This design comes from an exercise in tuning for small area, a short achievable clock period and few clock cycles on the open sky130 flow, not from production work.
Where RTL was checked, it was by simulation tests only, not by an equivalence proof against the original.
No functional check of the RTL was part of run 7.
Power is estimated from default activity; no workload was simulated.

**flow/flow/run.sh**
```bash
#!/bin/bash
# Standard layout (the standard.sh), with two changes in how it is made:
# repair aims for a larger setup margin, and the port buffers are buf_1 cells.
bash standard.sh SETUP_SLACK_MARGIN=8 "BUFFER_PORTS_ARGS=-buffer_cell sky130_fd_sc_hd__buf_1" finish > standard.log 2>&1
```
**flow/standard.sh**
```bash
#!/bin/bash
# synth_recipe.tcl (not shown) runs the flow's synth.tcl, then flattens the netlist and writes it again
# the make line also repeats each setting of config.mk as NAME=value (left out here)
make -C /OpenROAD-flow-scripts/flow DESIGN_CONFIG=/design/flow/config.mk WORK_HOME=/design/flow/orfs CLKGATE_MAP_FILE= SYNTH_SCRIPT=/design/flow/synth_recipe.tcl "${@:-finish}"
```
**flow/config.mk**
```make
export PLATFORM = sky130hd
export DESIGN_NAME = RISC15
export DESIGN_NICKNAME = RISC15
export VERILOG_FILES = /design/flow/design.v
export SDC_FILE = /design/flow/constraint.sdc
export NUM_CORES = 4
export LEC_CHECK = 0
export ABC_AREA = 1
export CAP_MARGIN = 20
export CORE_MARGIN = 2
export CORE_UTILIZATION = 40
export CTS_CLUSTER_DIAMETER = 80
export CTS_CLUSTER_SIZE = 20
export GPL_ROUTABILITY_DRIVEN = 0
export SLEW_MARGIN = 20
export TNS_END_PERCENT = 5
```
**flow/constraint.sdc**
```tcl
create_clock -name core_clock -period 10.0 [get_ports {clk}]
set_input_delay 2.0000 -clock core_clock [delete_from_list [all_inputs] [get_ports {clk}]]
set_output_delay 2.0000 -clock core_clock [all_outputs]
set_load 0.01 [all_outputs]
```
**flow/design.v**
```verilog
module RISC15(clk, proc_rst, mem_addr, mem_wdata, mem_write_n, mem_rdata, halted);
	input  wire        clk, proc_rst;
	output wire [15:0] mem_addr;
	output wire [15:0] mem_wdata;
	output wire        mem_write_n;
	input  wire [15:0] mem_rdata;
	output reg         halted;
	reg  [15:0] MA;         
	reg         fetching;   
	reg         rv;         
	reg  [15:0] IR;         
	reg  [7:0]  sa, sb;     
	reg         d_va;       
	reg         iv;         
	reg         bt;         
	reg  [15:0] pcX;        
	reg         nj;         
	reg         lport;      
	reg  [2:0]  ldr_p;
	reg         ldp;        
	reg  [2:0]  ldr_w;
	reg         wn;
	reg  [15:0] wd;
	reg         rst_q;      
	reg  [15:0] R [0:6];
	assign mem_addr    = MA;
	assign mem_wdata   = wd;
	assign mem_write_n = wn;
	wire [3:0]  op = IR[15:12];
	wire [2:0]  ra = IR[11:9], rb = IR[8:6], rc = IR[5:3];
	wire [15:0] simm = {{10{IR[5]}}, IR[5:0]};
	wire is_add = op == 4'b0000;
	wire is_adi = op == 4'b0001;
	wire is_ndu = op == 4'b0010;
	wire is_lhi = op == 4'b0011;
	wire is_lw  = op == 4'b0100;
	wire is_sw  = op == 4'b0101;
	wire is_jlr = op == 4'b1001;
	wire is_beq = op == 4'b1100;
	wire is_hlt = op == 4'b1010 || op == 4'b1011 || op == 4'b1101 || op == 4'b1110 || op == 4'b1111;
	reg [15:0] va, vb;
	integer k;
	always @* begin
		va = sa[7] ? pcX : 16'd0;
		vb = sb[7] ? pcX : 16'd0;
		for (k = 0; k < 7; k = k + 1) begin
			va = va | (sa[k] ? R[k] : 16'd0);
			vb = vb | (sb[k] ? R[k] : 16'd0);
		end
	end
	wire [15:0] opb = d_va ? va : simm;
	wire [15:0] ap  = vb ^ opb;
	wire [15:0] ag  = vb & opb;
	reg  [15:0] gg, pp, g2, p2;
	integer l, j;
	always @* begin
		gg = ag; pp = ap;
		for (l = 0; l < 4; l = l + 1) begin
			g2 = gg; p2 = pp;
			for (j = 0; j < 16; j = j + 1)
				if (j >= (1 << l)) begin
					g2[j] = gg[j] | (pp[j] & gg[j - (1 << l)]);
					p2[j] = pp[j] & pp[j - (1 << l)];
				end
			gg = g2; pp = p2;
		end
	end
	wire [15:0] sum = ap ^ {gg[14:0], 1'b0};
	wire        eq  = ~|ap;
	reg  [13:0] hc;
	integer m;
	always @* begin
		hc[0] = 1'b1;
		for (m = 1; m < 14; m = m + 1) hc[m] = hc[m-1] & pcX[m+1];
	end
	wire [13:0] hinc = pcX[15:2] ^ hc;
	wire [15:0] pc1  = {&pcX[1:0] ? hinc : pcX[15:2], pcX[1:0] + 2'd1};
	wire ra_chk = is_add | is_ndu | is_adi | is_sw | is_beq | is_lhi | is_jlr;
	wire rb_chk = is_add | is_ndu | is_adi | is_sw | is_beq | is_lw | is_jlr;
	wire rc_chk = is_add | is_ndu;
	wire dep = lport & iv & ((ra_chk & ra == ldr_p) | (rb_chk & rb == ldr_p) | (rc_chk & rc == ldr_p));
	wire wr_op  = is_add | is_ndu | is_adi | is_lhi | is_jlr;
	wire wstall = ldp;
	wire go     = iv & ~bt & ~wstall & ~dep & ~is_hlt;
	wire taken  = go & is_beq & eq;            
	wire run    = (go & ~taken) | bt;
	wire jlrj   = go & is_jlr & (ra != rb);
	wire jump   = jlrj | bt;
	wire memop  = go & (is_lw | is_sw);
	wire ld_ir  = rv & (~iv | run);
	wire [1:0]  nk  = {1'b0, ~nj} + {1'b0, rv & ~dep} + {1'b0, fetching};
	wire [2:0]  nlo = {1'b0, pcX[1:0]} + {1'b0, nk};
	wire [15:0] nf  = {nlo[2] ? hinc : pcX[15:2], nlo[1:0]};
	wire        wr_x = go & wr_op;
	wire [2:0]  wa   = ldp ? ldr_w : (is_add | is_ndu) ? rc : ra;
	wire        s_sum = ~rst_q & ~ldp & (is_add | is_adi);
	wire        s_ndu = ~rst_q & ~ldp & is_ndu;
	wire        s_lhi = ~rst_q & ~ldp & is_lhi;
	wire        s_jlr = ~rst_q & ~ldp & is_jlr;
	wire        s_ld  = ~rst_q & ldp;
	wire [15:0] wdat = ({16{s_sum}} & sum) | ({16{s_ndu}} & ~ag) |
	                   ({16{s_lhi}} & {IR[8:0], 7'd0}) | ({16{s_jlr}} & pc1) |
	                   ({16{s_ld}} & mem_rdata);
	wire        we   = wr_x | ldp;
	integer i;
	always @(posedge clk)
		for (i = 0; i < 7; i = i + 1)
			if (rst_q || (we && wa == i)) R[i] <= wdat;
	wire [15:0] ir_in = (mem_rdata[15:12] == 4'b0001) ?
	                    {mem_rdata[15:12], mem_rdata[8:6], mem_rdata[11:9], mem_rdata[5:0]} : mem_rdata;
	always @(posedge clk) begin
		wd <= va;
		ldr_p <= ra;
		ldr_w <= ldr_p;
		rst_q <= ~proc_rst;
		if (ld_ir) begin
			IR <= ir_in;
			sa <= 8'd1 << ir_in[11:9];
			sb <= 8'd1 << ir_in[8:6];
			d_va <= ir_in[15:12] == 4'b0000 || ir_in[15:12] == 4'b0010 || ir_in[15:12] == 4'b1100;
		end else if (taken) begin
			sb <= 8'h80;            
			d_va <= 1'b0;
		end
		if (~proc_rst) begin
			MA <= 16'd0;
			fetching <= 1'b1;
			rv <= 1'b0;
			iv <= 1'b0;
			bt <= 1'b0;
			pcX <= 16'd0;
			nj <= 1'b1;
			lport <= 1'b0;
			ldp <= 1'b0;
			wn <= 1'b1;
			halted <= 1'b0;
		end else begin
			MA <= jlrj ? vb : (memop | bt) ? sum : nf;
			fetching <= ~memop;
			rv <= fetching & ~jump;
			iv <= jump ? 1'b0 : ld_ir ? 1'b1 : run ? 1'b0 : iv;
			bt <= taken;
			if (jump) begin pcX <= jlrj ? vb : sum; nj <= 1'b1; end
			else if (ld_ir) begin pcX <= nj ? pcX : pc1; nj <= 1'b0; end
			lport <= go & is_lw;
			ldp <= lport;
			wn <= ~(go & is_sw);
			halted <= halted | (iv & is_hlt);
		end
	end
endmodule
```
==> flow_summary.yaml, run 1 <==
power_and_ir_drop:
  power_density_mw_per_mm2: 172
  vdd_drop_max_mv: 0.0806
  power_leakage_nw: 5.44
  power.total_mw: 2.31
critical_path:
  worstSetupStartpointType: "flip-flop"
  reg2reg_from: "sa[7]$_SDFFCE_PN0P_"
  rr_worst_depth: 15
  r2r-end: "R[0][14]$_DFFE_PP_"
  worstPathRequired_ns: 10.26
  reg2reg_setup_slack_ns: 6.58
  cp_max_fo: 7
  endpoint_kind: "flip-flop"
  worst_ep_arrival_time_ns: 3.69
  critical_path_class: "reg -> reg"
timing:
  relSlewSlack_pct: 31.3
  rsz0062_at_grt: "true"
  setup_ws_ns: 6.58
  setup_viol: 0
  slew_viol_final: 0
  fmax_mhz: 292
  finalCritPeriodShare_pct: 34.2
  hold_viol_final: 0
  final.min_clock_period_ns: 3.42
  worst_pin_slew_ns: 1.03
  fin_tns_setup_ns: 0
  skew_ns: 0.0221
  hold_ws_ns: 0.428
drt:
  drt_first_pass_iters: 6
  drc: 0
  via_per_inst: 5.79
  initialDrtViolationCount: 1184
  postRouteWirelength_mm: 37.7
  antenna_left: 0
  wl_per_cell_microns: 22.1
  num_vias: 9865
global_route:
  antenna_found_initial: 0
  overflow: 0
  grt_pass1_wl_mm: 56.5
  grt_max_degree: 46
  grt_util_all_layers_pct: 26.1
  grt_pass1_vias: 9321
floorplan:
  start_util_pct: 40.5
  die-area_sq_mm: 0.0284
  chipWidth_microns: 169
  fp-row-count: 60
  die-height_microns: 169
  io_pins: 52
  core_sq_mm: 0.0268
layout:
  seq_area_sq_mm: 0.00564
  antennaDiodeCount: 0
  nFillCells: 2397
  drive_gt1_share_pct: 19.5
  final_cells: 1703
  final_cell_mix: "299 x nand2_1, 145 x edfxtp_1, 109 x inv_1"
  nets: 1405
  layout_commonest_cell: "nand2_1"
  multi_input_area_sq_mm: 0.00518
  area_growth_pct: 23.5
yosys:
  netlist_area_sq_mm: 0.0108
  ys_async_sr_fraction_pct: 0
  synth_cells: 1226
  synth_ff_type: "edfxtp_1"
  syn_nets: 1277
  yosysSeqAreaShare_pct: 52.0
  synth_top_area_share_pct: 40.1
  ys_types: 46
  synth_top_area_cell: "edfxtp_1"
  syn_avg_cell_area_sq_um: 8.85
  synth_edf_count: 145
  synth_seq_cells: 209
  synthTopCellsByArea: "edfxtp_1 40%, dfxtp_1 12%, nand2_1 11%"
  ys_warn_count: 2
min_path:
  hold_depth: 0
  worstHoldEndpoint: "ldr_w[1]$_DFF_P_"
  holdCritPathClass: "reg -> reg"
  hp-start: "ldr_p[1]$_DFF_P_"
cts:
  clk_path_buf_depth: 3
  cts_root_buf: "clkbuf_16"
  cts-hold-fix-buffers: 0
  clock_latency_ns: 0.50
  cts_buffers: 15
  cts_tree: "yes"
  clkSlewWorstSetupHoldPaths_ns: 0.09
  clock-sinks: 209
  cts.htree.levels: 1
placement:
  portBuffers: 51
  place_hpwl_mm: 25.8
  pre_cts_slack_ns: 5.83
  placed_cells: 1570
flow_run:
  drv_cap: 0
outcome:
  outcome: "complete, no violations"
-- per-layer routing --
metal  GRT usage (%)  share of wire (%)  vias up
met2            42.3                 46      521
met5               0                  0        -
met4            11.4                4.7        0
met3            4.14                8.9      112
met1            34.7                 40     4705
li1                -                  -     4527
-- how the worst max path moves through the flow --
| stage | start | endpoint | cells after the start |
|---|---|---|---|
| 6_report | sa[7]$_SDFFCE_PN0P_ | R[0][14]$_DFFE_PP_ | 15 |
| 5_1_grt | sa[7]$_SDFFCE_PN0P_ | sb[4]$_SDFFCE_PN0P_ | 19 |
| 4_1_cts | sa[7]$_SDFFCE_PN0P_ | R[3][12]$_DFFE_PP_ | 16 |
| 3_5_place_dp | sa[7]$_SDFFCE_PN0P_ | sb[7]$_SDFFCE_PN1P_ | 18 |
| 3_3_place_gp | sa[7]$_SDFFCE_PN0P_ | sb[7]$_SDFFCE_PN1P_ | 18 |
| 2_1_floorplan | sa[1]$_SDFFCE_PP0P_ | sb[0]$_SDFFCE_PP0P_ | 17 |
-- report_power, final --
group / switching (mW) / leakage, nW / internal [mW] / total [mW]
Clock: 0.308 / 0.210 / 0.286 / 0.594
Combinational: 0.400 / 3.22 / 0.255 / 0.655
Sequential: 0.0512 / 2.01 / 1.01 / 1.06
-- synthesized netlist by cell type (2+ instances only) --
cell	count
nand2_1	311
edfxtp_1	145
inv_1	122
o21ai_0	88
nand3_1	87
nor2_1	80
dfxtp_1	64
a21oi_1	47
a221oi_1	47
clkbuf_1	45
ha_1	31
o211ai_1	24
nand4_1	16
xor2_1	16
o2111ai_1	10
nor3_1	8
o221ai_1	8
inv_2	7
nand2_2	7
a22o_1	6
o21ai_1	6
xnor2_1	6
buf_6	5
o22ai_1	5
a21boi_0	3
a22oi_1	3
buf_1	3
buf_2	3
a21o_1	2
buf_4	2
fa_1	2
nand3_2	2
o31ai_1	2
-- registers in the layout, summed over array words and instances (netlist names), 3 cells and up --
name,count
R,112
ldr_p,3
MA,16
IR,16
sb,8
pcX,16
sa,8
ldr_w,3
wd,16
-- through the flow --
step	area, sq um	utilization, %
after global routing	13400	50.0
after floorplan	11200	-
after CTS	13100	48.9
final	13400	50.0
after detailed placement	11600	43.4
after global placement	11600	43.3
-- critical path: stages, from the launching register on --
cell and delay, ns:
edfxtp_1 0.54, clkinvlp_4 0.24, buf_6 0.12, o211ai_1 0.10
a221oi_2 0.21, o2111ai_2 0.19, o21ai_1 0.17, inv_1 0.09
ha_4 0.25, a21oi_1 0.22, o21ai_0 0.18, a21oi_1 0.31
nand2_1 0.12, nand2_2 0.09, nand2_4 0.08, o221ai_4 0.27
-- timing repair --
| action | CTS | global route |
|---|---|---|
| setup endpoints to repair | 356 | 360 |
| endpoints found under the hold margin | 0 | 0 |
| buffers inserted | 95 | 9 |
| gates resized for setup | 69 | 43 |
| pin swaps | 35 | 26 |
| gates cloned | 2 | 2 |
-- final cells by class --
cell class / instances / area share, %
Timing Repair Buffer: 166 / 8.82
Sequential cell: 209 / 42.1
Tap cell: 341 / 3.18
Inverter: 129 / 3.80
Timing Repair inverter: 3 / 0.159
Multi-Input combinational cell: 830 / 38.7
Clock buffer: 21 / 2.97
Clock inverter: 4 / 0.262
-- kinds of logic after synthesis --
kind of cell,share of synthesized area [%]
AO/OA/AOI/OAI,15.5
adder cells (fa/ha/maj),3.95
buffers and inverters,6.92
XOR/XNOR,1.78
AND/OR/NAND/NOR,19.9
flip-flops,52.0
Testbench counts, summed over its fixed seeds: cycles 20,518.
==> run 2: changes to the inputs <==
--- a/flow/config.mk
+++ b/flow/config.mk
@@ -11,6 +11,5 @@
 export CORE_UTILIZATION = 40
 export CTS_CLUSTER_DIAMETER = 80
 export CTS_CLUSTER_SIZE = 20
-export GPL_ROUTABILITY_DRIVEN = 0
 export SLEW_MARGIN = 20
-export TNS_END_PERCENT = 5
+export TNS_END_PERCENT = 0
==> run 2 against run 1 <==
  * Core utilization fell by 0.46 points
  * Area after synthesis did not move
  * Sequential power barely moved
  * Synthesized cell count did not move
  * Total power fell by 0.23%
  * First-iteration DRC count rose by 7.3%
  * Critical path type unchanged
  * Highest routed layer unchanged
==> flow_summary.yaml, run 2 <==
critical_path:
  cp_common_cell: "o21ai_1"
  reg2reg_from: "sa[7]$_SDFFCE_PN0P_"
  worstPathRequired_ns: 10.21
  r2r-end: "R[3][11]$_DFFE_PP_"
  cp_max_fo: 7
  worstSetupStartpointType: "flip-flop"
  slowest_stage: "edfxtp_1"
  crit_end: "R[3][11]$_DFFE_PP_"
  rr_worst_depth: 13
  cp-startpoint: "sa[7]$_SDFFCE_PN0P_"
  max_stage_delay_ns: 0.51
  reg2reg_setup_slack_ns: 6.62
  critical_path_class: "reg -> reg"
  crit_chain: "buf_6 > nand2_1 > nand3_1 > a221oi_2 > o2111ai_2 > o21ai_1 > inv_1 > ha_4 > a21o_1 > a21oi_1 > nand3_2 > xor2_1 > o21ai_1"
  endpoint_kind: "flip-flop"
  worst_ep_arrival_time_ns: 3.59
placement:
  place_congestion: 0.976
  place_hpwl_mm: 25.3
  placed_area_sq_mm: 0.0115
  portBuffers: 51
layout:
  drive_gt1_share_pct: 18.4
  largest_register: "R"
  largest_register_ffs: 112
  area_growth_pct: 22.4
  antennaDiodeCount: 0
  nets: 1388
  nFillCells: 2452
  layout_commonest_cell: "nand2_1"
  fin_area_sq_mm: 0.0133
  final_cell_mix: "298 x nand2_1, 145 x edfxtp_1, 108 x inv_1"
yosys:
  synthTopCellsByArea: "edfxtp_1 40%, dfxtp_1 12%, nand2_1 11%"
  synth_ff_type: "edfxtp_1"
  syn_avg_cell_area_sq_um: 8.85
  ys_async_sr_fraction_pct: 0
  synth_top_area_share_pct: 40.1
  synthTopCellsByCount: "311 x nand2_1, 145 x edfxtp_1, 122 x inv_1, 88 x o21ai_0, 87 x nand3_1"
  synth_cells: 1226
  ys_warn_count: 2
  synth_top_area_cell: "edfxtp_1"
  ys_types: 46
  synth_edf_count: 145
  netlist_area_sq_mm: 0.0108
  yosysSeqAreaShare_pct: 52.0
  syn_nets: 1277
  yosysMostFrequentCell: "nand2_1"
  synth_seq_cells: 209
timing:
  final.min_clock_period_ns: 3.38
  hold_viol_final: 0
  fin_tns_setup_ns: 0
  skew_ns: 0.0203
  slew_viol_final: 0
  relSlewSlack_pct: 31.6
  finalCritPeriodShare_pct: 33.8
  fmax_mhz: 296
  setup_viol: 0
  worst_pin_slew_ns: 1.02
  rsz0062_at_grt: "true"
floorplan:
  chipWidth_microns: 169
  fp-row-count: 60
  die-height_microns: 169
  io_pins: 52
  core_sq_mm: 0.0268
  die-area_sq_mm: 0.0284
  start_util_pct: 40.5
power_and_ir_drop:
  power_density_mw_per_mm2: 173
  pwr-share-clk_pct: 25.7
  power_leakage_nw: 5.36
  p_comb_share_pct: 28.5
  vdd_drop_max_mv: 0.0780
  p_switching_mw: 0.758
  switching_share_pct: 32.9
  seq_power_share_pct: 45.8
  intPower_mw: 1.54
cts:
  clk_path_buf_depth: 3
  clkSlewWorstSetupHoldPaths_ns: 0.09
  cts_tree: "yes"
  cts.htree.levels: 1
  cts_root_buf: "clkbuf_16"
  clock_latency_ns: 0.49
  cts_buffers: 15
  clock-sinks: 209
flow_run:
  drv_cap: 0
global_route:
  grt_util_all_layers_pct: 25.6
  antenna_found_initial: 0
  grt_pass1_vias: 9047
  grt_pass1_wl_mm: 54.9
  overflow: 0
  grt_max_degree: 46
drt:
  drc: 0
  postRouteWirelength_mm: 37.4
  initialDrtViolationCount: 1271
  num_vias: 9878
  antenna_left: 0
  via_per_inst: 5.86
  drt_first_pass_iters: 8
  wl_per_cell_microns: 22.2
min_path:
  holdCritPathClass: "reg -> reg"
outcome:
  outcome: "complete, no violations"
-- run 2: final cells by class --
class / count / area (sq um) / area share [%]
sequential: 209 / 5640 / 42.5
clock buffer: 21 / 398 / 3.00
timing repair buffer: 149 / 1070 / 8.06
timing repair inverter: 3 / 20.0 / 0.151
clock inverter: 4 / 38.8 / 0.292
inverter: 129 / 507 / 3.82
tap: 341 / 427 / 3.21
multi-input combinational: 830 / 5170 / 39.0
-- run 2: repair_timing --
action	4_1_cts	5_1_grt
resized for setup	68	71
hold buffers	0	0
gates cloned	3	0
buffers inserted	66	22
pin swaps	23	54
endpoints found under the setup margin	356	356
-- run 2: kinds of logic (layout without fill, tap and decap cells) --
| kind of cell | Yosys count | count (layout) | share of synthesized area, % |
|---|---|---|---|
| fa+ha+maj | 33 | 33 | 3.95 |
| simple gates | 517 | 517 | 19.9 |
| buf+inv | 187 | 306 | 6.92 |
| compound gates | 258 | 258 | 15.5 |
| flops | 209 | 209 | 52.0 |
| xor+xnor | 22 | 22 | 1.78 |
-- run 2: layer usage --
metal / GRT usage, % / vias up / wire (microns)
met1: 34.8 / 4695 / 15200
li1: - / 4492 / -
met4: 9.71 / 0 / 1570
met2: 41.1 / 578 / 17100
met3: 4.37 / 113 / 3610
met5: 0 / - / 0
-- run 2: per-stage QoR --
stage / util (%) / total power, mW / hold WS, ns / setup WS [ns] / std cells
after floorplan: - / 1.39 / 0.397 / 6.87 / 1226
after global placement: 42.7 / 1.55 / 0.416 / 5.98 / 1570
after detailed placement: 42.7 / 1.55 / 0.419 / 5.89 / 1570
after CTS: 47.8 / 2.22 / 0.425 / 6.68 / 1664
after global routing: 49.5 / 2.40 / 0.436 / 6.49 / 1686
final: 49.5 / 2.30 / 0.422 / 6.62 / 1686
-- run 2: power by group through the flow --
stage                     clock network, mW  registers (mW)  logic, mW
after CTS                             0.603            1.05      0.562
after global placement                    0            1.09      0.456
after global routing                  0.632            1.06      0.701
after detailed placement                  0            1.09      0.459
after floorplan                           0            1.06      0.325
final                                 0.591            1.05      0.656
-- run 2: how the worst min path moves through the flow --
stage | slack, ns | cells after the start | endpoint | start
detailed placement | 0.42 | 0 | ldr_w[0]$_DFF_P_ | ldr_p[0]$_DFF_P_
global placement | 0.42 | 2 | ldp$_SDFF_PN0_ | lport$_SDFF_PN0_
global route | 0.44 | 0 | ldr_w[2]$_DFF_P_ | ldr_p[2]$_DFF_P_
floorplan | 0.40 | 0 | ldr_w[1]$_DFF_P_ | ldr_p[1]$_DFF_P_
CTS | 0.42 | 0 | ldr_w[2]$_DFF_P_ | ldr_p[2]$_DFF_P_
finish | 0.42 | 0 | ldr_w[2]$_DFF_P_ | ldr_p[2]$_DFF_P_
-- run 2: critical path: cells and delay by family (launching register included) --
kind / cells / cell delay [ns]
simple gates: 3 / 0.35
buf+inv: 2 / 0.28
fa+ha+maj: 1 / 0.26
xor+xnor: 1 / 0.21
compound gates: 6 / 1.49
flops: 1 / 0.51
==> run 3: changes to the inputs <==
--- a/flow/config.mk
+++ b/flow/config.mk
@@ -12,4 +12,4 @@
 export CTS_CLUSTER_DIAMETER = 80
 export CTS_CLUSTER_SIZE = 20
 export SLEW_MARGIN = 20
-export TNS_END_PERCENT = 0
+export TNS_END_PERCENT = 20
==> run 3 against run 2 <==
  * Still clean on timing, DRC and antenna
  * First-iteration DRC count is 8.3% lower
  * Routed wire length is 3.0% higher
  * Via count is 0.71% higher
  * Area after synthesis stayed put
  * Worst setup slack worse by 0.067 ns
  * Synthesized cell count stayed put
  * Clock power is 2% higher
  * Final cell count is 1.3% higher
  * Die area stayed put
  * Sequential power hardly changed
  * Core utilization is 1.7 points higher
==> flow_summary.yaml, run 3 <==
outcome:
  outcome: "complete, no violations"
critical_path:
  worst_ep_arrival_time_ns: 3.61
  max_stage_delay_ns: 0.43
  crit_chain: "buf_6 > clkinvlp_4 > buf_6 > o211ai_1 > a221oi_2 > o2111ai_2 > o21ai_1 > inv_1 > ha_4 > buf_4 > a21oi_2 > o21a_1 > nand3_1 > xor2_1 > o221ai_2"
  critical_path_class: "reg -> reg"
  worstSetupStartpointType: "flip-flop"
  cp_common_cell: "buf_6"
  cp_max_fo: 7
  slowest_stage: "edfxtp_1"
  worstPathRequired_ns: 10.16
  endpoint_kind: "flip-flop"
cts:
  clk_path_buf_depth: 3
  cts_tree: "yes"
  cts_root_buf: "clkbuf_16"
  clock-sinks: 209
  cts-hold-fix-buffers: 0
  clock_latency_ns: 0.51
  clkSlewWorstSetupHoldPaths_ns: 0.08
  cts_buffers: 15
  cts.htree.levels: 1
timing:
  finalCritPeriodShare_pct: 34.5
  worst_pin_slew_ns: 1.01
  final.min_clock_period_ns: 3.45
  setup_ws_ns: 6.55
  hold_viol_final: 0
  relSlewSlack_pct: 32.4
  rsz0062_at_grt: "true"
  skew_ns: 0.0140
  fmax_mhz: 290
  slew_viol_final: 0
  setup_viol: 0
  fin_tns_setup_ns: 0
yosys:
  ys_async_sr_fraction_pct: 0
  synth_ff_type: "edfxtp_1"
  ys_types: 46
  syn_nets: 1277
  synthTopCellsByCount: "311 x nand2_1, 145 x edfxtp_1, 122 x inv_1, 88 x o21ai_0, 87 x nand3_1"
  yosysMostFrequentCell: "nand2_1"
  synth_top_area_cell: "edfxtp_1"
  synth_cells: 1226
  synthTopCellsByArea: "edfxtp_1 40%, dfxtp_1 12%, nand2_1 11%"
  ys_warn_count: 2
  synth_top_area_share_pct: 40.1
  syn_avg_cell_area_sq_um: 8.85
  yosysSeqAreaShare_pct: 52.0
  synth_seq_cells: 209
  netlist_area_sq_mm: 0.0108
  synth_edf_count: 145
global_route:
  grt_util_all_layers_pct: 26.5
  grt_pass1_wl_mm: 56.8
  grt_max_degree: 46
  grt_pass1_vias: 9308
  antenna_found_initial: 0
  overflow: 0
drt:
  postRouteWirelength_mm: 38.6
  drc: 0
  wl_per_cell_microns: 22.6
  antenna_left: 0
  via_per_inst: 5.82
  initialDrtViolationCount: 1165
  drt_first_pass_iters: 6
  num_vias: 9948
placement:
  pre_cts_slack_ns: 5.68
  place_hpwl_mm: 25.7
  placed_area_sq_mm: 0.0117
  place_congestion: 0.985
  placed_cells: 1569
  portBuffers: 51
layout:
  fin_area_sq_mm: 0.0137
  antennaDiodeCount: 0
  final_cells: 1708
  final_cell_mix: "289 x nand2_1, 145 x edfxtp_1, 107 x inv_1"
  nets: 1409
  layout_commonest_cell: "nand2_1"
  area_growth_pct: 26.6
  largest_register_ffs: 112
  drive_gt1_share_pct: 23.2
  largest_register: "R"
power_and_ir_drop:
  seq_power_share_pct: 44.7
  p_switching_mw: 0.794
  power_density_mw_per_mm2: 172
  p_comb_share_pct: 29.9
  power_leakage_nw: 5.53
  pwr-share-clk_pct: 25.5
  switching_share_pct: 33.6
  vdd_drop_max_mv: 0.0919
  power.total_mw: 2.37
  intPower_mw: 1.57
floorplan:
  die-height_microns: 169
  core_sq_mm: 0.0268
  die-area_sq_mm: 0.0284
  chipWidth_microns: 169
  io_pins: 52
  start_util_pct: 40.5
  fp-row-count: 60
min_path:
  holdCritPathClass: "reg -> reg"
flow_run:
  drv_cap: 0
[run 3: critical path: cells and delay by family, from the launching register on]
kind / cells / cell delay [ns]
AO/OA/AOI/OAI: 7 / 1.30
buffers and inverters: 5 / 0.61
flip-flops: 1 / 0.43
XOR/XNOR: 1 / 0.38
adder cells (fa/ha/maj): 1 / 0.24
AND/OR/NAND/NOR: 1 / 0.11
[run 3: what timing repair did]
action | CTS | global route
gates resized for setup | 93 | 78
buffers inserted | 92 | 18
setup endpoints to repair | 357 | 359
pin swaps | 31 | 34
gates cloned | 3 | 0
[run 3: routing by layer]
metal / part of all wire, % / vias to the layer above / routed length, microns / track usage (%)
met2: 45 / 569 / 17300 / 41.8
met5: 0 / - / 0 / 0
met1: 41 / 4715 / 15800 / 36.6
met3: 9.0 / 121 / 3460 / 2.95
li1: - / 4543 / - / -
met4: 5.2 / 0 / 1990 / 12.4
[run 3: kinds of logic after synthesis]
family | Yosys count | share of synthesized area, %
AO/OA/AOI/OAI | 258 | 15.5
AND/OR/NAND/NOR | 517 | 19.9
buffers and inverters | 187 | 6.92
adder cells (fa/ha/maj) | 33 | 3.95
XOR/XNOR | 22 | 1.78
flip-flops | 209 | 52.0
[run 3: power by group through the flow]
| stage | Sequential, mW | Combinational (mW) | Clock (mW) |
|---|---|---|---|
| 5_1_grt | 1.06 | 0.748 | 0.643 |
| 6_report | 1.06 | 0.707 | 0.602 |
| 3_3_place_gp | 1.10 | 0.472 | 0 |
| 2_1_floorplan | 1.06 | 0.338 | 0 |
| 3_5_place_dp | 1.10 | 0.473 | 0 |
| 4_1_cts | 1.05 | 0.630 | 0.613 |
[run 3: worst paths after layout]
kind	slack [ns]	to	start	cells past startpoint
setup / recovery	6.55	R[2][12]$_DFFE_PP_	sa[7]$_SDFFCE_PN0P_	15
hold / removal	0.43	ldr_w[1]$_DFF_P_	ldr_p[1]$_DFF_P_	0
setup reg to reg	6.55	R[2][12]$_DFFE_PP_	sa[7]$_SDFFCE_PN0P_	15
hold reg to reg	0.43	ldr_w[1]$_DFF_P_	ldr_p[1]$_DFF_P_	0
[run 3: cell type report]
type,instances,area [sq um]
Tap cell,341,427
Timing Repair Buffer,170,1250
Clock buffer,21,398
Sequential cell,209,5640
Multi-Input combinational cell,830,5450
Clock inverter,5,48.8
Fill cell,2382,13100
Timing Repair inverter,3,20.0
Inverter,129,502
[run 3: stage by stage]
step | utilization [%] | hold WS, ns
6_report | 51.3 | 0.429
5_1_grt | 51.3 | 0.440
4_1_cts | 49.7 | 0.429
3_5_place_dp | 43.6 | 0.417
3_3_place_gp | 43.6 | 0.417
2_1_floorplan | - | 0.397
==> run 4: changes to the inputs <==
--- a/flow/config.mk
+++ b/flow/config.mk
@@ -8,8 +8,8 @@
 export ABC_AREA = 1
 export CAP_MARGIN = 20
 export CORE_MARGIN = 2
-export CORE_UTILIZATION = 40
+export CORE_UTILIZATION = 50
 export CTS_CLUSTER_DIAMETER = 80
 export CTS_CLUSTER_SIZE = 20
 export SLEW_MARGIN = 20
-export TNS_END_PERCENT = 20
+export TNS_END_PERCENT = 5
==> run 4 against run 3 <==
  * Worst setup slack improved by 0.033 ns
  * Largest power group unchanged
  * Die area fell by 20%
  * Area after synthesis did not move
  * Sequential share of layout area rose by 0.47 points
  * Clock skew rose by 0.0025 ns
  * Total power fell by 1.1%
  * Core utilization rose by 13 points
  * Critical path type unchanged
  * Critical endpoint is now R[1][9]$_DFFE_PP_
==> flow_summary.yaml, run 4 <==
layout:
  final_cells: 1649
  drive_gt1_share_pct: 21.8
  antennaDiodeCount: 0
  layout_commonest_cell: "nand2_1"
  nets: 1417
  largest_register: "R"
  final_cell_mix: "291 x nand2_1, 145 x edfxtp_1, 107 x inv_1"
  fin_area_sq_mm: 0.0136
  area_growth_pct: 25.2
  largest_register_ffs: 112
yosys:
  synth_cells: 1226
  syn_nets: 1277
  muxShareOfSynthArea_pct: 0
  synthAdderAreaFrac_pct: 3.95
  synthTopCellsByArea: "edfxtp_1 40%, dfxtp_1 12%, nand2_1 11%"
  yosysMostFrequentCell: "nand2_1"
  netlist_area_sq_mm: 0.0108
  synth_compound_area_share_pct: 15.5
  synth_xor_area_share_pct: 1.78
  synth_top_area_cell: "edfxtp_1"
  synth_top_area_share_pct: 40.1
  ys_warn_count: 2
  synth_edf_count: 145
  syn_avg_cell_area_sq_um: 8.85
  ys_types: 46
  synth_top_family_by_area: "simple AND/OR/NAND/NOR gates"
  ys_async_sr_fraction_pct: 0
  synth_seq_cells: 209
  yosysSeqAreaShare_pct: 52.0
  synth_ff_type: "edfxtp_1"
  synthTopCellsByCount: "311 x nand2_1, 145 x edfxtp_1, 122 x inv_1, 88 x o21ai_0, 87 x nand3_1"
  synth-simple-area-share_pct: 19.9
timing:
  hold_viol_final: 0
  skew_ns: 0.0165
  worst_pin_slew_ns: 1.10
  rsz0062_at_grt: "true"
  slew_viol_final: 0
  setup_viol: 0
  fin_tns_setup_ns: 0
  final.min_clock_period_ns: 3.42
  fmax_mhz: 293
  finalCritPeriodShare_pct: 34.2
  relSlewSlack_pct: 26.6
critical_path:
  worst_ep_arrival_time_ns: 3.61
  r2r-end: "R[1][9]$_DFFE_PP_"
  slowest_stage: "edfxtp_1"
  cp_max_fo: 7
  max_stage_delay_ns: 0.39
  worstPathRequired_ns: 10.19
  worstSetupStartpointType: "flip-flop"
  endpoint_kind: "flip-flop"
  critical_path_class: "reg -> reg"
  reg2reg_setup_slack_ns: 6.58
  crit_chain: "buf_6 > clkinvlp_4 > buf_6 > o211ai_1 > a221oi_1 > nand4_1 > nand2_1 > nand2_2 > ha_4 > a21oi_2 > nand2_4 > nand2_1 > nand3_1 > a21oi_1 > xor2_2 > o21ai_2"
  reg2reg_from: "sa[7]$_SDFFCE_PN0P_"
  rr_worst_depth: 16
min_path:
  holdCritPathClass: "reg -> reg"
  hp-start: "ldr_p[1]$_DFF_P_"
  worstHoldEndpoint: "ldr_w[1]$_DFF_P_"
  hold_depth: 0
global_route:
  grt_max_degree: 46
  grt_pass1_wl_mm: 55.9
  grt_util_all_layers_pct: 33.0
  antenna_found_initial: 0
  overflow: 0
  grt_pass1_vias: 9287
floorplan:
  fp-row-count: 53
  chipWidth_microns: 151
  die-height_microns: 151
  core_sq_mm: 0.0212
  start_util_pct: 51.3
  die-area_sq_mm: 0.0229
  io_pins: 52
power_and_ir_drop:
  power_leakage_nw: 5.55
  vdd_drop_max_mv: 0.180
  power_density_mw_per_mm2: 172
drt:
  drt_first_pass_iters: 5
  initialDrtViolationCount: 1046
  postRouteWirelength_mm: 37.9
  via_per_inst: 6.02
  wl_per_cell_microns: 23.0
  drc: 0
  num_vias: 9930
  antenna_left: 0
placement:
  placed_area_sq_mm: 0.0115
  portBuffers: 51
  place_congestion: 0.963
  place_hpwl_mm: 25.2
  placed_cells: 1503
flow_run:
  drv_cap: 0
cts:
  cts_buffers: 14
  cts-hold-fix-buffers: 0
  clock-sinks: 209
  cts.htree.levels: 1
  clkSlewWorstSetupHoldPaths_ns: 0.09
  cts_tree: "yes"
  cts_root_buf: "clkbuf_16"
  clock_latency_ns: 0.50
  clk_path_buf_depth: 3
outcome:
  outcome: "complete, no violations"
[run 4: where the power goes]
part | switching, mW | leakage (nW) | internal [mW]
clock | 0.300 | 0.203 | 0.281
sequential | 0.0476 | 2.01 | 1.01
combinational | 0.421 | 3.34 | 0.281
[run 4: area by class of cell]
cell class | count | area [sq um]
Timing Repair Buffer | 180 | 1350
Inverter | 129 | 505
Tap cell | 275 | 344
Fill cell | 1756 | 7570
Timing Repair inverter | 2 | 15.0
Clock inverter | 3 | 26.3
Multi-Input combinational cell | 830 | 5300
Clock buffer | 21 | 398
Sequential cell | 209 | 5640
[run 4: logic make-up (layout without fill, tap and decap cells)]
| logic type | count (synthesis) | in the layout |
|---|---|---|
| AND/OR/NAND/NOR | 517 | 517 |
| flip-flops | 209 | 209 |
| AO/OA/AOI/OAI | 258 | 258 |
| XOR/XNOR | 22 | 22 |
| adder cells (fa/ha/maj) | 33 | 33 |
| buffers and inverters | 187 | 335 |
[run 4: repair_timing]
item / in CTS / in global routing
gates resized for setup: 55 / 92
pin swaps: 27 / 59
gates cloned: 2 / 1
buffers inserted: 89 / 30
setup endpoints to repair: 356 / 359
[run 4: routing by layer]
metal,part of all wire [%],track usage [%]
met1,41,46.3
met2,45,51.7
met3,9.9,6.02
met4,3.4,11.3
met5,0,0
[run 4: stage by stage]
stage / utilization [%] / power, mW / setup WS (ns) / hold WS (ns)
2_1_floorplan: - / 1.40 / 6.87 / 0.397
3_3_place_gp: 54.4 / 1.56 / 5.89 / 0.412
3_5_place_dp: 54.4 / 1.56 / 5.82 / 0.420
4_1_cts: 61.0 / 2.22 / 6.68 / 0.432
5_1_grt: 64.2 / 2.43 / 6.49 / 0.441
6_report: 64.2 / 2.34 / 6.58 / 0.430
[run 4: how the worst max path moves through the flow]
| stage | startpoint | endpoint | slack (ns) | cells past startpoint |
|---|---|---|---|---|
| 6_report | sa[7]$_SDFFCE_PN0P_ | R[1][9]$_DFFE_PP_ | 6.58 | 16 |
| 3_5_place_dp | sa[7]$_SDFFCE_PN0P_ | sb[1]$_SDFFCE_PP0P_ | 5.82 | 19 |
| 3_3_place_gp | sa[7]$_SDFFCE_PN0P_ | sb[1]$_SDFFCE_PP0P_ | 5.89 | 19 |
| 2_1_floorplan | sa[1]$_SDFFCE_PP0P_ | sb[0]$_SDFFCE_PP0P_ | 6.87 | 17 |
| 5_1_grt | sa[7]$_SDFFCE_PN0P_ | MA[9]$_SDFF_PN0_ | 6.49 | 18 |
| 4_1_cts | pcX[2]$_SDFFE_PN0P_ | R[0][14]$_DFFE_PP_ | 6.68 | 16 |
[run 4: critical path: cells and delay by family (launching register included)]
| family | cells | cell delay [ns] |
|---|---|---|
| AOI/OAI and AO/OA | 5 | 0.95 |
| and+or+nand+nor | 6 | 0.84 |
| buffers and inverters | 3 | 0.41 |
| DFF | 1 | 0.39 |
| adders and majority gates | 1 | 0.26 |
| xor gates and xnor gates | 1 | 0.25 |
==> run 5: changes to the inputs <==
==> flow/flow/run.sh (replaced) <==
#!/bin/bash
# Standard layout (the standard.sh), with two changes in how it is made:
# repair aims for a larger setup margin, and the port buffers are buf_1 cells.
bash standard.sh SETUP_SLACK_MARGIN=9 "BUFFER_PORTS_ARGS=-buffer_cell sky130_fd_sc_hd__buf_1" finish > standard.log 2>&1
--- a/flow/config.mk
+++ b/flow/config.mk
@@ -8,7 +8,7 @@
 export ABC_AREA = 1
 export CAP_MARGIN = 20
 export CORE_MARGIN = 2
-export CORE_UTILIZATION = 50
+export CORE_UTILIZATION = 40
 export CTS_CLUSTER_DIAMETER = 80
 export CTS_CLUSTER_SIZE = 20
 export SLEW_MARGIN = 20
==> run 5 against run 4 <==
  * Still clean on timing, DRC and antenna
  * Combinational power is 6.4% lower
  * First-iteration DRC count is 31% higher
  * Worst setup slack better by 0.020 ns
  * Global-route usage down 7.3 points
  * Synthesized cell count stayed put
  * Sequential power is essentially flat
  * Via count fell by 0.73%
  * Area after synthesis unchanged
  * Die area is 24% higher
  * Non-clock buffer count is 40 lower
  * Critical path type unchanged
  * Largest power group unchanged
==> flow_summary.yaml, run 5 <==
floorplan:
  io_pins: 52
  start_util_pct: 40.5
  chipWidth_microns: 169
  die-area_sq_mm: 0.0284
  fp-row-count: 60
  die-height_microns: 169
  core_sq_mm: 0.0268
cts:
  clock_latency_ns: 0.49
  cts-hold-fix-buffers: 0
  clk_path_buf_depth: 3
  clock-sinks: 209
  cts_tree: "yes"
  cts.htree.levels: 1
  cts_root_buf: "clkbuf_16"
  cts_buffers: 15
  clkSlewWorstSetupHoldPaths_ns: 0.09
critical_path:
  reg2reg_setup_slack_ns: 6.60
  worstSetupStartpointType: "flip-flop"
  r2r-end: "R[4][14]$_DFFE_PP_"
  endpoint_kind: "flip-flop"
  reg2reg_from: "pcX[2]$_SDFFE_PN0P_"
  worst_ep_arrival_time_ns: 3.53
  cp_max_fo: 7
  rr_worst_depth: 16
  worstPathRequired_ns: 10.14
  critical_path_class: "reg -> reg"
layout:
  largest_register: "R"
  drive_gt1_share_pct: 19.3
  layout_commonest_cell: "nand2_1"
  final_util_pct: 49.8
  seq_area_sq_mm: 0.00564
  area_growth_pct: 23.0
  nFillCells: 2396
  nets: 1381
  multi_input_area_sq_mm: 0.00527
  antennaDiodeCount: 0
  final_cell_mix: "296 x nand2_1, 145 x edfxtp_1, 109 x inv_1"
  largest_register_ffs: 112
drt:
  antenna_left: 0
  drc: 0
  num_vias: 9858
  via_per_inst: 5.87
  wl_per_cell_microns: 22.5
  initialDrtViolationCount: 1374
  postRouteWirelength_mm: 37.7
  drt_first_pass_iters: 6
placement:
  portBuffers: 51
  place_hpwl_mm: 25.6
  place_congestion: 0.987
timing:
  setup_viol: 0
  finalCritPeriodShare_pct: 34.0
  worst_pin_slew_ns: 1.04
  fmax_mhz: 294
  rsz0062_at_grt: "true"
  hold_viol_final: 0
  skew_ns: 0.0279
  slew_viol_final: 0
  relSlewSlack_pct: 31.0
  fin_tns_setup_ns: 0
  final.min_clock_period_ns: 3.40
yosys:
  synthTopCellsByCount: "311 x nand2_1, 145 x edfxtp_1, 122 x inv_1, 88 x o21ai_0, 87 x nand3_1"
  ys_warn_count: 2
  synth_seq_cells: 209
  synth_top_area_share_pct: 40.1
  yosysSeqAreaShare_pct: 52.0
  ys_types: 46
  syn_avg_cell_area_sq_um: 8.85
  synthAdderAreaFrac_pct: 3.95
  synth_cells: 1226
  synth_compound_area_share_pct: 15.5
  syn_nets: 1277
  synth_top_family_by_area: "simple AND/OR/NAND/NOR gates"
  synth_top_area_cell: "edfxtp_1"
  yosysMostFrequentCell: "nand2_1"
  synth_xor_area_share_pct: 1.78
  ys_async_sr_fraction_pct: 0
  synth-simple-area-share_pct: 19.9
  muxShareOfSynthArea_pct: 0
  synth_ff_type: "edfxtp_1"
  synthTopCellsByArea: "edfxtp_1 40%, dfxtp_1 12%, nand2_1 11%"
  synth_edf_count: 145
  netlist_area_sq_mm: 0.0108
power_and_ir_drop:
  power_density_mw_per_mm2: 173
  vdd_drop_max_mv: 0.0752
  power_leakage_nw: 5.34
global_route:
  grt_pass1_wl_mm: 55.3
  antenna_found_initial: 0
  grt_max_degree: 46
  grt_pass1_vias: 9234
  grt_util_all_layers_pct: 25.7
  overflow: 0
flow_run:
  drv_cap: 0
min_path:
  hp-start: "lport$_SDFF_PN0_"
  hold_depth: 2
  worstHoldEndpoint: "ldp$_SDFF_PN0_"
  holdCritPathClass: "reg -> reg"
outcome:
  outcome: "complete, no violations"
run 5: cell counts after synthesis:
No cell type changed its count.
run 5: through the flow:
step / power (mW) / area, sq um / setup slack [ns] / hold WS (ns) / std cells
floorplan: 1.40 / 11200 / 6.87 / 0.397 / 1226
global placement: 1.57 / 11600 / 5.79 / 0.415 / 1570
detailed placement: 1.57 / 11600 / 5.71 / 0.415 / 1570
CTS: 2.23 / 12800 / 6.65 / 0.428 / 1657
global route: 2.41 / 13300 / 6.48 / 0.440 / 1679
finish: 2.31 / 13300 / 6.60 / 0.429 / 1679
run 5: per-layer routing:
| layer | GRT usage (%) | up-vias | part of all wire (%) |
|---|---|---|---|
| li1 | - | 4481 | - |
| met1 | 35.2 | 4682 | 41 |
| met2 | 40.1 | 565 | 45 |
| met3 | 3.72 | 130 | 8.7 |
| met4 | 12.6 | 0 | 5.4 |
| met5 | 0 | - | 0 |
run 5: logic make-up after synthesis:
kind of cell             after synthesis
XOR/XNOR                              22
adder cells (fa/ha/maj)               33
flip-flops                           209
AO/OA/AOI/OAI                        258
buffers and inverters                187
AND/OR/NAND/NOR                      517
run 5: cell type report:
type | instances | share of cell area (%)
well taps | 341 | 3.20
clock buffers | 22 | 3.01
multi-input cells | 830 | 39.5
repair buffers | 140 | 7.63
clock inverters | 3 | 0.272
flip-flops and latches | 209 | 42.3
inverters | 129 | 3.85
repair inverters | 5 | 0.272
run 5: worst max-delay path by stage:
stage / startpoint / end / slack, ns
after floorplan: sa[1]$_SDFFCE_PP0P_ / sb[0]$_SDFFCE_PP0P_ / 6.87
after global placement: sa[7]$_SDFFCE_PN0P_ / sb[7]$_SDFFCE_PN1P_ / 5.79
after detailed placement: sa[7]$_SDFFCE_PN0P_ / sb[7]$_SDFFCE_PN1P_ / 5.71
after CTS: pcX[2]$_SDFFE_PN0P_ / R[4][14]$_DFFE_PP_ / 6.65
after global routing: sa[7]$_SDFFCE_PN0P_ / sb[5]$_SDFFCE_PN0P_ / 6.48
final: pcX[2]$_SDFFE_PN0P_ / R[4][14]$_DFFE_PP_ / 6.60
run 5: critical path, stage by stage, from the launching register on:
cell and delay [ns]:
dfxtp_4 0.37, ha_4 0.16, ha_4 0.15, ha_4 0.15, ha_4 0.15, ha_4 0.16, ha_4 0.15, ha_4 0.16
ha_4 0.16, ha_4 0.15, ha_4 0.16, ha_4 0.16, ha_4 0.21, nand2_2 0.08, o21ai_4 0.08, a221oi_4 0.33
o221ai_4 0.24
run 5: what timing repair did:
item | 4_1_cts | 5_1_grt
buffers inserted | 59 | 20
resized for setup | 55 | 81
pin swaps | 27 | 39
endpoints found under the hold margin | 0 | 0
cloned | 3 | 2
endpoints found under the setup margin | 382 | 382
run 5: report_power, final:
group / switching (mW) / internal (mW)
combinational: 0.410 / 0.247
sequential: 0.0460 / 1.01
clock: 0.309 / 0.289
==> run 6: changes to the inputs <==
==> flow/flow/run.sh (replaced) <==
#!/bin/bash
# Standard layout (the standard.sh), with two changes in how it is made:
# repair aims for a larger setup margin, and the port buffers are buf_2 cells.
bash standard.sh SETUP_SLACK_MARGIN=8 "BUFFER_PORTS_ARGS=-buffer_cell sky130_fd_sc_hd__buf_2" finish > standard.log 2>&1
==> run 6 against run 5 <==
  * Sequential power is essentially flat
  * Global-route usage grew 0.75 points
  * Final cell count shrank 0.18%
  * Count of clock-buffer cells in the layout shrank 1
  * Critical path type unchanged
  * Synthesized cell count is the same
  * Total power shrank 0.41%
  * Worst setup slack lost 0.12 ns
  * Clock skew shrank 0.0085 ns
  * Clock power grew 4.0%
  * Fmax shrank 3.3%
  * Combinational power shrank 5.2%
==> flow_summary.yaml, run 6 <==
flow_run:
  drv_cap: 0
critical_path:
  worstSetupStartpointType: "flip-flop"
  worstPathRequired_ns: 10.25
  endpoint_kind: "flip-flop"
  crit_buf_inv: 4
  reg2reg_setup_slack_ns: 6.49
  cp_top_family: "simple AND/OR/NAND/NOR gates"
  cp_max_fo: 6
  worst_ep_arrival_time_ns: 3.76
  max_stage_delay_ns: 0.40
  slowest_stage: "edfxtp_1"
  critical_path_class: "reg -> reg"
  crit_chain: "buf_6 > clkinvlp_4 > o21ai_1 > a221oi_2 > nand2_1 > nand2_1 > o21ai_0 > ha_1 > inv_2 > nand4_1 > nor3_1 > nand4_1 > nand3_1 > nand2_2 > nand2_4 > clkinvlp_4 > nand2_4 > nor2_1"
cts:
  cts_buffers: 15
  clock-sinks: 209
  clock_latency_ns: 0.49
  cts_tree: "yes"
  cts_root_buf: "clkbuf_16"
  cts.htree.levels: 1
  clk_path_buf_depth: 3
  clkSlewWorstSetupHoldPaths_ns: 0.09
global_route:
  grt_max_degree: 46
  grt_pass1_vias: 9395
  grt_pass1_wl_mm: 57.0
  grt_util_all_layers_pct: 26.5
  overflow: 0
  antenna_found_initial: 0
drt:
  via_per_inst: 5.82
  wl_per_cell_microns: 22.8
  initialDrtViolationCount: 1257
  postRouteWirelength_mm: 38.2
  dr_wl_met3_mm: 3.63
  wl_met1_mm: 15.7
  highest-signal-layer: "met4"
  drc: 0
  antenna_left: 0
  num_vias: 9752
  met2_length_mm: 16.8
  drt_first_pass_iters: 6
layout:
  area_growth_pct: 21.7
  seq_area_sq_mm: 0.00564
  drive_gt1_share_pct: 20.6
  largest_register: "R"
  final_cell_mix: "303 x nand2_1, 145 x edfxtp_1, 111 x inv_1"
  nets: 1378
  antennaDiodeCount: 0
  nFillCells: 2441
  layout_commonest_cell: "nand2_1"
  multi_input_area_sq_mm: 0.00507
  largest_register_ffs: 112
floorplan:
  chipWidth_microns: 169
  die-area_sq_mm: 0.0284
  fp-row-count: 60
  start_util_pct: 40.5
  io_pins: 52
  die-height_microns: 169
  core_sq_mm: 0.0268
timing:
  hold_viol_final: 0
  skew_ns: 0.0194
  setup_viol: 0
  worst_pin_slew_ns: 0.924
  rsz0062_at_grt: "true"
  hold_ws_ns: 0.428
  finalCritPeriodShare_pct: 35.1
  fmax_mhz: 285
  relSlewSlack_pct: 38.2
  setup_ws_ns: 6.49
  fin_tns_setup_ns: 0
  final.min_clock_period_ns: 3.51
  slew_viol_final: 0
placement:
  pre_cts_slack_ns: 5.69
  place_congestion: 0.977
  place_hpwl_mm: 25.9
  portBuffers: 51
yosys:
  synth_cells: 1226
  syn_avg_cell_area_sq_um: 8.85
  synth_seq_cells: 209
  syn_nets: 1277
  netlist_area_sq_mm: 0.0108
  ys_warn_count: 2
  synthTopCellsByArea: "edfxtp_1 40%, dfxtp_1 12%, nand2_1 11%"
  ys_types: 46
  ys_async_sr_fraction_pct: 0
  synth_ff_type: "edfxtp_1"
  synth_top_area_cell: "edfxtp_1"
  yosysMostFrequentCell: "nand2_1"
  synthTopCellsByCount: "311 x nand2_1, 145 x edfxtp_1, 122 x inv_1, 88 x o21ai_0, 87 x nand3_1"
  synth_edf_count: 145
  synth_top_area_share_pct: 40.1
  yosysSeqAreaShare_pct: 52.0
outcome:
  outcome: "complete, no violations"
power_and_ir_drop:
  power_density_mw_per_mm2: 174
  vdd_drop_max_mv: 0.0738
  power.total_mw: 2.30
  power_leakage_nw: 5.48
min_path:
  holdCritPathClass: "reg -> reg"
## run 6: layer usage
layer	vias up	GRT usage, %
met5	-	0
met4	0	12.5
met3	122	5.17
met2	569	40.9
met1	4597	35.8
li1	4464	-
## run 6: report_power, final
group | internal (mW) | total, mW | leakage, nW | switching (mW)
sequential | 1.01 | 1.05 | 2.01 | 0.0464
clock | 0.312 | 0.621 | 0.223 | 0.309
combinational | 0.229 | 0.623 | 3.25 | 0.394
total | 1.55 | 2.30 | 5.48 | 0.749
## run 6: layout make-up
type / count / area share, %
clock buffers: 21 / 3.02
multi-input cells: 830 / 38.4
well taps: 341 / 3.23
inverters: 129 / 3.82
repair inverters: 2 / 0.114
repair buffers: 140 / 8.18
flip-flops and latches: 209 / 42.7
clock inverters: 4 / 0.465
## run 6: path summary, 6_finish.rpt
check | start | endpoint | cells after the start
max | sa[7]$_SDFFCE_PN0P_ | sb[0]$_SDFFCE_PP0P_ | 18
min | ldr_p[1]$_DFF_P_ | ldr_w[1]$_DFF_P_ | 0
max reg2reg | sa[7]$_SDFFCE_PN0P_ | sb[0]$_SDFFCE_PP0P_ | 18
min reg2reg | ldr_p[1]$_DFF_P_ | ldr_w[1]$_DFF_P_ | 0
## run 6: cells by family after synthesis
family,synth area share (%)
xor gates and xnor gates,1.78
adders and majority gates,3.95
and+or+nand+nor,19.9
buffers and inverters,6.92
AOI/OAI and AO/OA,15.5
DFF,52.0
## run 6: stage by stage
stage               area [sq um]  util (%)  cells
detailed placement         11700      43.5   1568
CTS                        13000      48.5   1665
global placement           11700      43.5   1568
floorplan                  11200         -   1226
finish                     13200      49.2   1676
global route               13200      49.2   1676
## run 6: what timing repair did
item | 4_1_cts | 5_1_grt
hold buffers | 0 | 0
endpoints found under the setup margin | 356 | 356
setup buffers | 70 | 11
pin swaps | 27 | 20
gates cloned | 2 | 0
gates resized for setup | 62 | 20
==> run 7: changes to the inputs <==
--- a/flow/design.v
+++ b/flow/design.v
@@ -58,9 +58,9 @@
 		for (l = 0; l < 4; l = l + 1) begin
 			g2 = gg; p2 = pp;
 			for (j = 0; j < 16; j = j + 1)
-				if (j >= (1 << l)) begin
-					g2[j] = gg[j] | (pp[j] & gg[j - (1 << l)]);
-					p2[j] = pp[j] & pp[j - (1 << l)];
+				if (j[l]) begin
+					g2[j] = gg[j] | (pp[j] & gg[((j >> l) << l) - 1]);
+					p2[j] = pp[j] & pp[((j >> l) << l) - 1];
 				end
 			gg = g2; pp = p2;
 		end
@@ -80,15 +80,16 @@
 	wire rc_chk = is_add | is_ndu;
 	wire dep = lport & iv & ((ra_chk & ra == ldr_p) | (rb_chk & rb == ldr_p) | (rc_chk & rc == ldr_p));
 	wire wr_op  = is_add | is_ndu | is_adi | is_lhi | is_jlr;
-	wire wstall = ldp;
+	wire wstall = ldp & (wr_op | ((is_sw | is_beq) & ra == ldr_w) | ((is_sw | is_beq | is_lw) & rb == ldr_w));
 	wire go     = iv & ~bt & ~wstall & ~dep & ~is_hlt;
 	wire taken  = go & is_beq & eq;            
 	wire run    = (go & ~taken) | bt;
 	wire jlrj   = go & is_jlr & (ra != rb);
 	wire jump   = jlrj | bt;
 	wire memop  = go & (is_lw | is_sw);
+	wire rewind = dep & rv;
 	wire ld_ir  = rv & (~iv | run);
-	wire [1:0]  nk  = {1'b0, ~nj} + {1'b0, rv & ~dep} + {1'b0, fetching};
+	wire [1:0]  nk  = {1'b0, ~nj} + {1'b0, rv} + {1'b0, fetching};
 	wire [2:0]  nlo = {1'b0, pcX[1:0]} + {1'b0, nk};
 	wire [15:0] nf  = {nlo[2] ? hinc : pcX[15:2], nlo[1:0]};
 	wire        wr_x = go & wr_op;
@@ -135,7 +136,7 @@
 			wn <= 1'b1;
 			halted <= 1'b0;
 		end else begin
-			MA <= jlrj ? vb : (memop | bt) ? sum : nf;
+			MA <= jlrj ? vb : (memop | bt) ? sum : rewind ? pc1 : nf;
 			fetching <= ~memop;
 			rv <= fetching & ~jump;
 			iv <= jump ? 1'b0 : ld_ir ? 1'b1 : run ? 1'b0 : iv;
==> flow/flow/run.sh (replaced) <==
#!/bin/bash
# Standard layout (the standard.sh) with two changes in how it is made:
# repair aims for a larger setup margin, and the port buffers are buf_1.
bash standard.sh SETUP_SLACK_MARGIN=7 "BUFFER_PORTS_ARGS=-buffer_cell sky130_fd_sc_hd__buf_1" finish > standard.log 2>&1
--- a/flow/config.mk
+++ b/flow/config.mk
@@ -8,8 +8,7 @@
 export ABC_AREA = 1
 export CAP_MARGIN = 20
 export CORE_MARGIN = 2
-export CORE_UTILIZATION = 40
-export CTS_CLUSTER_DIAMETER = 80
-export CTS_CLUSTER_SIZE = 20
+export CORE_UTILIZATION = 60
+export CTS_BUF_LIST = sky130_fd_sc_hd__clkbuf_4 sky130_fd_sc_hd__clkbuf_8
+export SETUP_SLACK_MARGIN = 5
 export SLEW_MARGIN = 20
-export TNS_END_PERCENT = 5
==> run 7 against run 6 <==
  * Still clean
  * Sequential share of layout area fell by 5.7 points
  * Combinational power increased by 35%
  * Area after synthesis rose by 2.4%
  * Final cell count increased by 3.6%
  * Total power grew 19%
  * Count of clock-buffer cells in the layout grew 33
  * Via count up 21%
  * Fmax decreased by 6.6%
  * Global-route usage grew 15 points
  * Critical endpoint is now R[6][9]$_DFFE_PP_
  * Largest power group unchanged
==> flow_summary.yaml, run 7 <==
layout:
  nets: 1533
  nFillCells: 956
  largest_register_ffs: 112
  final_cell_mix: "294 x nand2_1, 145 x edfxtp_1, 109 x inv_1"
  area_growth_pct: 37.8
  layout_commonest_cell: "nand2_1"
  drive_gt1_share_pct: 34.9
  final_cells: 1736
  largest_register: "R"
placement:
  portBuffers: 51
  place_congestion: 0.965
  placed_cells: 1508
  place_hpwl_mm: 26.0
global_route:
  overflow: 0
  grt_pass1_vias: 10383
  grt_pass1_wl_mm: 61.5
  grt_max_degree: 34
  antenna_found_initial: 0
  grt_util_all_layers_pct: 41.8
critical_path:
  crit_chain: "buf_4 > nand2_1 > nand3_1 > a221oi_1 > o2111ai_1 > ha_4 > a21oi_1 > nand2_2 > nand3_2 > nand2_4 > inv_2 > fa_2 > xnor2_2 > inv_2 > o22ai_2 > a221oi_2 > o21ai_2"
  worst_ep_arrival_time_ns: 4.00
  cp_max_fo: 10
  slowest_stage: "ha_4"
  critical_path_class: "reg -> reg"
  worstPathRequired_ns: 10.24
  cp_common_cell: "inv_2"
  worstSetupStartpointType: "flip-flop"
  endpoint_kind: "flip-flop"
  max_stage_delay_ns: 0.44
cts:
  clkSlewWorstSetupHoldPaths_ns: 0.06
  cts_tree: "yes"
  cts_buffers: 37
  cts_root_buf: "clkbuf_8"
  clk_path_buf_depth: 3
  clock_latency_ns: 0.56
  clock-sinks: 209
  cts.htree.levels: 2
timing:
  fmax_mhz: 266
  finalCritPeriodShare_pct: 37.6
  rsz0062_at_grt: "true"
  skew_ns: 0.0337
  setup_viol: 0
  relSlewSlack_pct: 19.7
  slew_viol_final: 0
  worst_pin_slew_ns: 1.20
  fin_tns_setup_ns: 0
  hold_viol_final: 0
  final.min_clock_period_ns: 3.76
drt:
  postRouteWirelength_mm: 46.8
  num_vias: 11797
  antenna_left: 0
  initialDrtViolationCount: 2022
  drc: 0
  drt_first_pass_iters: 20
  via_per_inst: 6.80
  wl_per_cell_microns: 26.9
yosys:
  synthTopCellsByArea: "edfxtp_1 39%, dfxtp_1 12%, nand2_1 12%"
  synth_top_area_cell: "edfxtp_1"
  ys_warn_count: 2
  synth_seq_cells: 209
  ys_async_sr_fraction_pct: 0
  synth_ff_type: "edfxtp_1"
  yosysSeqAreaShare_pct: 50.8
  synth_top_area_share_pct: 39.2
  synth_cells: 1285
  syn_avg_cell_area_sq_um: 8.64
  ys_types: 44
  synthTopCellsByCount: "341 x nand2_1, 145 x edfxtp_1, 128 x inv_1, 122 x nand3_1, 92 x o21ai_0"
  synth_edf_count: 145
  netlist_area_sq_mm: 0.0111
  yosysMostFrequentCell: "nand2_1"
  syn_nets: 1339
power_and_ir_drop:
  power_leakage_nw: 6.45
  p_comb_share_pct: 30.7
  power_density_mw_per_mm2: 179
  vdd_drop_max_mv: 0.208
  power.total_mw: 2.74
  intPower_mw: 1.80
  seq_power_share_pct: 39.1
  p_switching_mw: 0.937
  pwr-share-clk_pct: 30.2
  switching_share_pct: 34.2
floorplan:
  io_pins: 52
  die-area_sq_mm: 0.0196
  core_sq_mm: 0.0181
  die-height_microns: 140
  fp-row-count: 49
  start_util_pct: 61.4
  chipWidth_microns: 140
flow_run:
  drv_cap: 0
min_path:
  holdCritPathClass: "reg -> reg"
outcome:
  outcome: "complete, no violations"
[run 7: final timing paths]
check,startpoint,end,slack [ns],cells after the start
worst min register to register,ldr_p[2]$_DFF_P_,ldr_w[2]$_DFF_P_,0.43,0
worst max-delay path,sb[6]$_SDFFCE_PN0P_,R[6][9]$_DFFE_PP_,6.24,17
worst min-delay path,ldr_p[2]$_DFF_P_,ldr_w[2]$_DFF_P_,0.43,0
worst max register to register,sb[6]$_SDFFCE_PN0P_,R[6][9]$_DFFE_PP_,6.24,17
[run 7: stage by stage]
stage | cell area [sq um] | hold slack (ns) | setup slack [ns] | util [%]
final | 15300 | 0.426 | 6.24 | 84.6
after global routing | 15300 | 0.430 | 6.19 | 84.6
after CTS | 14100 | 0.422 | 6.50 | 78.0
after floorplan | 11600 | 0.394 | 6.83 | -
after global placement | 11800 | 0.415 | 5.75 | 65.1
after detailed placement | 11800 | 0.419 | 5.73 | 65.1
[run 7: area by class of cell]
class	instances	area, sq um	area share [%]
clock buffer	54	649	4.24
antenna	1	2.50	0.0164
timing repair inverter	1	7.51	0.0491
inverter	133	524	3.43
timing repair buffer	218	1930	12.6
clock inverter	12	97.6	0.638
tap	229	287	1.87
multi-input combinational	879	6140	40.1
sequential	209	5660	37.0
[run 7: kinds of logic (layout without fill, tap and decap cells)]
| family | Yosys count | in the layout | synth area share [%] |
|---|---|---|---|
| AND/OR/NAND/NOR | 594 | 596 | 22.8 |
| AO/OA/AOI/OAI | 230 | 230 | 13.6 |
| flip-flops | 209 | 209 | 50.8 |
| buffers and inverters | 199 | 418 | 7.03 |
| adder cells (fa/ha/maj) | 36 | 36 | 4.46 |
| XOR/XNOR | 17 | 17 | 1.34 |
| other | 0 | 1 | 0 |
[run 7: metal layers]
layer / part of all wire, % / track usage (%)
met5: 0 / 0
met4: 8.9 / 23.9
met1: 34 / 56.5
met3: 16 / 9.85
met2: 42 / 62.4
[run 7: critical path, delay by kind of cell (launching register included)]
kind                       cells  cell delay, ns
AOI/OAI and AO/OA              6            1.26
buffers and inverters          3            0.32
and+or+nand+nor                5            0.50
adders and majority gates      2            0.84
DFF                            1            0.37
xor gates and xnor gates       1            0.16
[run 7: timing repair]
action	CTS	global route
setup buffers	110	46
gates resized for setup	160	201
pin swaps	21	82
endpoints found under the setup margin	327	333
hold buffers	0	0
gates cloned	2	3
[run 7: power groups by stage]
stage	combinational (mW)	clock [mW]	sequential [mW]
CTS	0.621	0.819	1.06
detailed placement	0.444	0	1.10
global placement	0.442	0	1.10
floorplan	0.332	0	1.06
finish	0.841	0.829	1.07
global route	0.871	0.855	1.07

static timing again, ports no longer ideal:
Ports are ideal in the flow. The routed layouts listed here were re-timed in OpenROAD. Step 1 (the two cells are an assumption about what drives the block):
set clk [get_ports {clk}]
set_driving_cell -lib_cell sky130_fd_sc_hd__clkbuf_16 $clk
set_driving_cell -lib_cell sky130_fd_sc_hd__buf_2 [delete_from_list [all_inputs] $clk]
Step 2 adds t to the input delays and takes it off the output delays; t is the mean of the earliest and latest rising clock arrival at the registers after step 1. Input paths then give back, and output paths get back, about the clock's delay inside the block. a / b / c = ideal ports / drivers / drivers and shift; a / b = the first two.
| run | shift t [ns] | setup WS [ns] | worst setup path after step 2 | slew at the worst register clock pin (ns) |
|---|---|---|---|---|
| run 1 | 0.537 | 6.575 / 6.575 / 6.420 | input to register | 0.09 / 0.09 |
| run 2 | 0.530 | 6.617 / 6.617 / 6.221 | input to register | 0.09 / 0.09 |
| run 3 | 0.547 | 6.550 / 6.550 / 6.428 | input to register | 0.08 / 0.08 |
| run 4 | 0.540 | 6.583 / 6.583 / 6.449 | input to register | 0.09 / 0.09 |
| run 5 | 0.533 | 6.603 / 6.603 / 6.424 | input to register | 0.09 / 0.09 |
| run 6 | 0.531 | 6.487 / 6.487 / 6.487 | register to register | 0.09 / 0.09 |
| run 7 | 0.585 | 6.239 / 6.239 / 6.239 | register to register | 0.08 / 0.08 |
After both steps every run listed still meets setup and hold. For run 2, which loses most, drivers alone change the setup slack by 0.000 ns; drivers and shift together by -0.396 ns.
